What follows belongs to an exercise in optimizing a design on an open flow for small area and a short achievable clock period; a production flow would make more cautious choices. In this exercise RTL edits were held to simulation tests only and were not proved equivalent to the original. The flow treats the clock pin as an ideal source. Dropping or thinning the clock tree relies on that and would not hold on a real chip.

== job 101 ==
==> flow/design.v <==
module vg_fa(input a, input b, input c, output s, output co);
  assign s  = a ^ b ^ c;
  assign co = (a & b) | (c & (a ^ b));
endmodule
module vg_ha(input a, input b, output s, output co);
  assign s  = a ^ b;
  assign co = a & b;
endmodule
module vg_mul17(input [9:0] z, output [7:0] p);
  logic [13:5] c;
  assign c[5] = z[4] & z[0];
  assign c[6] = (z[5] & z[1]) | (c[5] & (z[5] | z[1]));
  genvar i;
  for (i = 6; i <= 9; i++) begin : f
    vg_fa fa (.a(z[i]), .b(z[i-4]), .c(c[i]), .s(p[i-6]), .co(c[i+1]));
  end
  for (i = 10; i <= 12; i++) begin : h
    vg_ha ha (.a(z[i-4]), .b(c[i]), .s(p[i-6]), .co(c[i+1]));
  end
  assign p[7] = z[9] ^ c[13];
endmodule
module vg_pix(
  input  [10:0] a,
  input  [7:0]  y,
  output [10:0] zl,
  output [10:0] zm,
  output [7:0]  lf,
  output [7:0]  mf,
  output [7:0]  s
);
  genvar i;
  logic [10:2] k;
  assign zl[0] = a[0];
  vg_ha zlh (.a(y[0]), .b(a[1]), .s(zl[1]), .co(k[2]));
  for (i = 2; i <= 8; i++) begin : zlf
    vg_fa fa (.a(y[i-1]), .b(a[i]), .c(k[i]), .s(zl[i]), .co(k[i+1]));
  end
  logic k10;
  vg_ha zlh9 (.a(a[9]), .b(k[9]), .s(zl[9]), .co(k10));
  assign zl[10] = a[10] ^ k10;
  logic [10:0] na;
  assign na = ~a;
  logic [10:1] j;
  assign zm[0] = a[0];
  assign j[1]  = na[0];
  for (i = 1; i <= 8; i++) begin : zmf
    vg_fa fa (.a(y[i-1]), .b(na[i]), .c(j[i]), .s(zm[i]), .co(j[i+1]));
  end
  logic j10;
  vg_ha zmh9 (.a(na[9]), .b(j[9]), .s(zm[9]), .co(j10));
  assign zm[10] = na[10] ^ j10;
  logic [7:0] l, m;
  vg_mul17 ml17 (.z(zl[9:0]), .p(l));
  vg_mul17 mm17 (.z(zm[9:0]), .p(m));
  assign lf = {l[7], l[6:4] | {3{zl[10]}}, l[3:2] & ~{2{zl[10]}}, l[1:0]};
  assign mf = {m[7], m[6:4] | {3{zm[10]}}, m[3:2] & ~{2{zm[10]}}, m[1:0]};
  logic [7:1] q;
  vg_ha sh (.a(lf[0]), .b(mf[0]), .s(s[0]), .co(q[1]));
  for (i = 1; i <= 6; i++) begin : sf
    vg_fa fa (.a(lf[i]), .b(mf[i]), .c(q[i]), .s(s[i]), .co(q[i+1]));
  end
  logic q8;
  vg_fa sf7 (.a(lf[7]), .b(mf[7]), .c(q[7]), .s(s[7]), .co(q8));
endmodule
module vg_inc(
  input  [10:0] ac,
  input  [9:0]  yc,
  input         u_wrap,
  output [10:0] ai,
  output [9:0]  yi
);
  genvar i;
  logic [10:2] c;
  assign ai[0] = ~ac[0];
  assign ai[1] = ~(ac[1] ^ ac[0]);
  assign c[2]  = ac[1] | ac[0];
  for (i = 2; i <= 9; i++) begin : ah
    vg_ha ha (.a(ac[i]), .b(c[i]), .s(ai[i]), .co(c[i+1]));
  end
  assign ai[10] = ac[10] ^ c[10];
  logic [10:1] d;
  vg_ha yh0 (.a(yc[0]), .b(u_wrap), .s(yi[0]), .co(d[1]));
  for (i = 1; i <= 8; i++) begin : yh
    vg_ha ha (.a(yc[i]), .b(d[i]), .s(yi[i]), .co(d[i+1]));
  end
  assign yi[9] = yc[9] ^ d[9];
endmodule
module vg_ctl(
  input  [10:0] ac,
  input  [9:0]  yc,
  input         hf,       
  input         hsync,    
  input  [10:0] zl,
  input  [10:0] zm,
  output        u_wrap,   
  output        w2,       
  output        hf_n,     
  output        intri,
  output        hs_n,
  output        vs_n,
  output        de_n
);
  logic e319, e479, e360, e440, y_wrap, de_v, y_ok;
  assign e319   = !ac[10] & ac[9] & ac[8] & ac[7] & ac[5] & ac[3] & ac[2] & !ac[1];  
  assign e479   = !ac[9] & ac[8] & ac[7] & ac[3] & ac[2] & !ac[1];                  
  assign e360   = !ac[8] & ac[5] & ac[4] & ac[3];                                   
  assign e440   = ac[8] & ac[5] & ac[3];                                            
  assign u_wrap = !hf & e479;
  assign hf_n   = hf ? !e319 : e479;
  assign hs_n   = hsync ? !e440 : (!hf & e360);
  assign y_wrap = !yc[9] & yc[8] & yc[7] & yc[6] & yc[5] & yc[4] & yc[3];          
  assign w2     = u_wrap & y_wrap;
  assign de_v   = yc[9] | !yc[8] | (!yc[7] & !yc[6]) | (!yc[7] & !yc[5])
                | (!yc[7] & !yc[4] & !yc[3]);                                      
  assign vs_n   = (!yc[9] & yc[8] & yc[7] & !(yc[6] & yc[5]))
                | (yc[8] & !yc[7] & yc[6] & yc[5] & yc[4] & yc[3] & yc[2]);       
  assign y_ok   = !yc[8] & !(yc[7] & yc[6] & yc[5] & yc[4] & (yc[3] | yc[2] | yc[1] | yc[0]));  
  assign de_n   = hf & de_v;
  assign intri  = y_ok & (!zl[10] | (&zl)) & (!zm[10] | (&zm));
endmodule
module videogen(
  input clk,
  input resetn,
  output logic [23:0] data,
  output logic hsync,
  output logic vsync,
  output logic data_en
);
  logic [10:0] ac, ai;
  logic [9:0]  yc, yi;
  logic        hf;
  logic [10:0] zl, zm;
  logic [7:0]  lf, mf, s;
  logic        u_wrap, w2, hf_n, intri, hs_n, vs_n, de_n;
  vg_pix pix (.a(ac), .y(yc[7:0]), .zl(zl), .zm(zm), .lf(lf), .mf(mf), .s(s));
  vg_inc inc (.ac(ac), .yc(yc), .u_wrap(u_wrap), .ai(ai), .yi(yi));
  vg_ctl ctl (.ac(ac), .yc(yc), .hf(hf), .hsync(hsync), .zl(zl), .zm(zm),
              .u_wrap(u_wrap), .w2(w2), .hf_n(hf_n), .intri(intri),
              .hs_n(hs_n), .vs_n(vs_n), .de_n(de_n));
  logic en;
  assign en = resetn & intri;
  always_ff @(posedge clk) begin
    if (!resetn) begin
      ac <= 11'd1091;   
      yc <= 10'd904;    
      hf <= 1'b1;
    end else begin
      ac <= u_wrap ? 11'd1088 : ai;   
      yc <= w2 ? 10'd904 : yi;
      hf <= hf_n;
    end
  end
  always_ff @(posedge clk) begin
    data    <= {24{en}} & {~s, mf, lf};
    hsync   <= resetn & hs_n;
    vsync   <= resetn & vs_n;
    data_en <= !resetn | de_n;
  end
endmodule
==> flow/config.mk <==
export PLATFORM = sky130hd
export DESIGN_NAME = videogen
export DESIGN_NICKNAME = videogen
export VERILOG_FILES = /design/flow/design.v
export SDC_FILE = /design/flow/constraint.sdc
export NUM_CORES = 4
export LEC_CHECK = 0
export CAP_MARGIN = 20
export CORE_MARGIN = 2
export CORE_UTILIZATION = 40
export SLEW_MARGIN = 20
export SYNTH_HIERARCHICAL = 1
export SYNTH_MINIMUM_KEEP_SIZE = 0
==> flow/constraint.sdc <==
create_clock -name core_clock -period 40.0 [get_ports {clk}]
set_input_delay 8.0000 -clock core_clock [delete_from_list [all_inputs] [get_ports {clk}]]
set_output_delay 8.0000 -clock core_clock [all_outputs]
set_load 0.01 [all_outputs]
standard.sh (not shown) runs the stock make flow with config.mk's settings and CLKGATE_MAP_FILE= SYNTH_SCRIPT=/design/flow/synth_recipe.tcl, a recipe that flattens the netlist after the stock synthesis.
==> flow/flow/run.sh <==
#!/bin/bash
# The standard layout with three changes in how it is made:
#  - after the standard synthesis, combinational cells are swapped for the
#    smallest drive strength of the same function (flow/downsize.tcl);
#  - plain buf_1 cells as the port buffers instead of the delay buffers ORFS
#    picks by default;
#  - clock tree synthesis without dummy loads.
# Each tool's output goes to a log of its own here; ORFS's step logs stay
# under orfs/logs.
set -euo pipefail
bash standard.sh synth > flow_synth.log 2>&1
RESULTS=$PWD/orfs/results/$FLOW_PLATFORM/videogen/base \
  openroad -no_init -exit flow/downsize.tcl > flow_downsize.log 2>&1
bash standard.sh \
  "BUFFER_PORTS_ARGS=-buffer_cell sky130_fd_sc_hd__buf_1" \
  "CTS_ARGS=-sink_clustering_enable -repair_clock_nets -dont_use_dummy_load" \
  finish > flow_make.log 2>&1
==> flow/flow/downsize.tcl <==
# Swap each combinational cell of the synthesized netlist for the smallest
# cell of the same function (same name but for the drive strength suffix;
# the platform's don't-use cells all have other names).
# Registers and the adder cells are left as synthesis made them. Timing has a
# large margin at the design's clock; the later repair steps of the standard
# flow upsize or buffer wherever slew or capacitance calls for it.
set odb $::env(RESULTS)/1_synth.odb
read_db $odb
set db [ord::get_db]
set block [ord::get_db_block]
set masters {}
foreach lib [$db getLibs] {
  foreach m [$lib getMasters] { dict set masters [$m getName] $m }
}
proc area {m} { expr {double([$m getWidth]) * [$m getHeight]} }
set swapped 0
foreach inst [$block getInsts] {
  set m [$inst getMaster]
  set name [$m getName]
  if {![regexp {^(sky130_fd_sc_hd__[a-z0-9]+)_([0-9]+)$} $name -> base drive]} continue
  if {[string match "*df*" $base] || [string match "*__fa" $base] || [string match "*__ha" $base]
      || [string match "*clk*" $base] || [string match "*conb*" $base]} continue
  set best $m
  foreach d {0 1 2 4} {
    set cand "${base}_$d"
    if {![dict exists $masters $cand]} continue
    set cm [dict get $masters $cand]
    if {[area $cm] < [area $best]} { set best $cm }
  }
  if {$best ne $m} {
    puts "swap [$inst getName] $name -> [$best getName]"
    $inst swapMaster $best
    incr swapped
  }
}
puts "swapped $swapped cells"
write_db $odb
Job 101 completed; timing, DRC and antenna clean
Relative to job 101, the following input files were edited for job 102:
--- a/flow/flow/run.sh
+++ b/flow/flow/run.sh
@@ -14,4 +14,4 @@
 bash standard.sh \
   "BUFFER_PORTS_ARGS=-buffer_cell sky130_fd_sc_hd__buf_1" \
-  "CTS_ARGS=-sink_clustering_enable -repair_clock_nets -dont_use_dummy_load" \
+  "CTS_ARGS=-sink_clustering_enable -repair_clock_nets -dont_use_dummy_load -buf_list sky130_fd_sc_hd__clkbuf_16 -sink_clustering_size 50 -sink_clustering_max_diameter 500" \
   finish > flow_make.log 2>&1
==> comparison <==
Reported for job 102 and job 101, area of the die turned out identical to the last digit.
Job 102 ends up with a overall fraction of global-route tracks in use that is 0.35 points higher than in job 101.
Wire length essentially unchanged between job 102 and job 101.
Input changes introduced in job 103 (baseline for comparison: job 102):
--- a/flow/flow/run.sh
+++ b/flow/flow/run.sh
@@ -14,4 +14,5 @@
 bash standard.sh \
   "BUFFER_PORTS_ARGS=-buffer_cell sky130_fd_sc_hd__buf_1" \
-  "CTS_ARGS=-sink_clustering_enable -repair_clock_nets -dont_use_dummy_load -buf_list sky130_fd_sc_hd__clkbuf_16 -sink_clustering_size 50 -sink_clustering_max_diameter 500" \
+  "CTS_ARGS=-sink_clustering_enable -repair_clock_nets -dont_use_dummy_load" \
+  "POST_CTS_TCL=$PWD/flow/post_cts.tcl" \
   finish > flow_make.log 2>&1
==> flow/flow/post_cts.tcl (new file) <==
set block [ord::get_db_block]
set db [ord::get_db]
set clk_net [[$block findBTerm clk] getNet]
set roots {}
foreach it [$clk_net getITerms] {
  if {[$it isInputSignal]} { lappend roots [$it getInst] }
}
if {[llength $roots] != 1} { error "post_cts: clock port drives [llength $roots] cells" }
set root [lindex $roots 0]
proc out_net {inst} {
  foreach it [$inst getITerms] {
    if {[$it isOutputSignal]} { return [$it getNet] }
  }
  return ""
}
set root_out [out_net $root]
set leaves {}
foreach it [$root_out getITerms] {
  if {![$it isInputSignal]} continue
  set leaf [$it getInst]
  if {![string match "sky130_fd_sc_hd__clkbuf_*" [[$leaf getMaster] getName]]} {
    error "post_cts: root buffer drives [$leaf getName], not a clock buffer"
  }
  lappend leaves $it
}
if {[llength $leaves] > 4} { error "post_cts: [llength $leaves] leaf buffers" }
foreach it $leaves {
  $it disconnect
  $it connect $clk_net
}
puts "post_cts: removed [$root getName]; the clock port now drives [llength $leaves] leaf buffers"
odb::dbInst_destroy $root
odb::dbNet_destroy $root_out
detailed_placement
check_placement -verbose
estimate_parasitics -placement
report_clock_skew
Job 103 against job 102: worst setup margin rose 0.092 ns, cell area went down, signed area change from the synthesized netlist to the final layout has decreased, clock slew at the register clock pins of the worst setup and hold paths shows an increase of 0.02 ns, detailed router's first-iteration violation count grew by 1.
Proportion of layout cells with a drive suffix above 1 was higher in job 102 than in job 103.

[separate check: timing with driven ports]
No port has a modelled driver above. Below, the same layouts with a new extraction and two added sets of constraints.
Step 1 (the two cells are an assumption about what drives the block):
set clk [get_ports {clk}]
set_driving_cell -lib_cell sky130_fd_sc_hd__clkbuf_16 $clk
set_driving_cell -lib_cell sky130_fd_sc_hd__buf_2 [delete_from_list [all_inputs] $clk]
Step 2, shift: input delay + t, output delay - t, t = (earliest + latest rising clock arrival at the registers) / 2. This alone moves slack from input paths to output paths.
Slacks: no drivers / after step 1 / after step 2; pairs: no drivers / after step 1.
| run | t, ns | setup WS [ns] | latest minus earliest clock arrival (ns) | worst register clock-pin slew, ns | worst data-port slew with drivers (ns) |
|---|---|---|---|---|---|
| job 101 | 0.316 | 31.213 / 31.184 / 31.145 | 0.014 / 0.014 | 0.09 / 0.09 | 0.03 |
| job 102 | 0.313 | 31.219 / 31.186 / 31.150 | 0.010 / 0.010 | 0.06 / 0.06 | 0.03 |
| job 103 | 0.194 | 31.311 / 31.306 / 31.143 | 0.014 / 0.014 | 0.09 / 0.09 | 0.03 |
After both steps setup and hold are still met in every run listed. For job 103, which loses most, drivers alone change the setup slack by -0.005 ns; drivers and shift together by -0.168 ns.
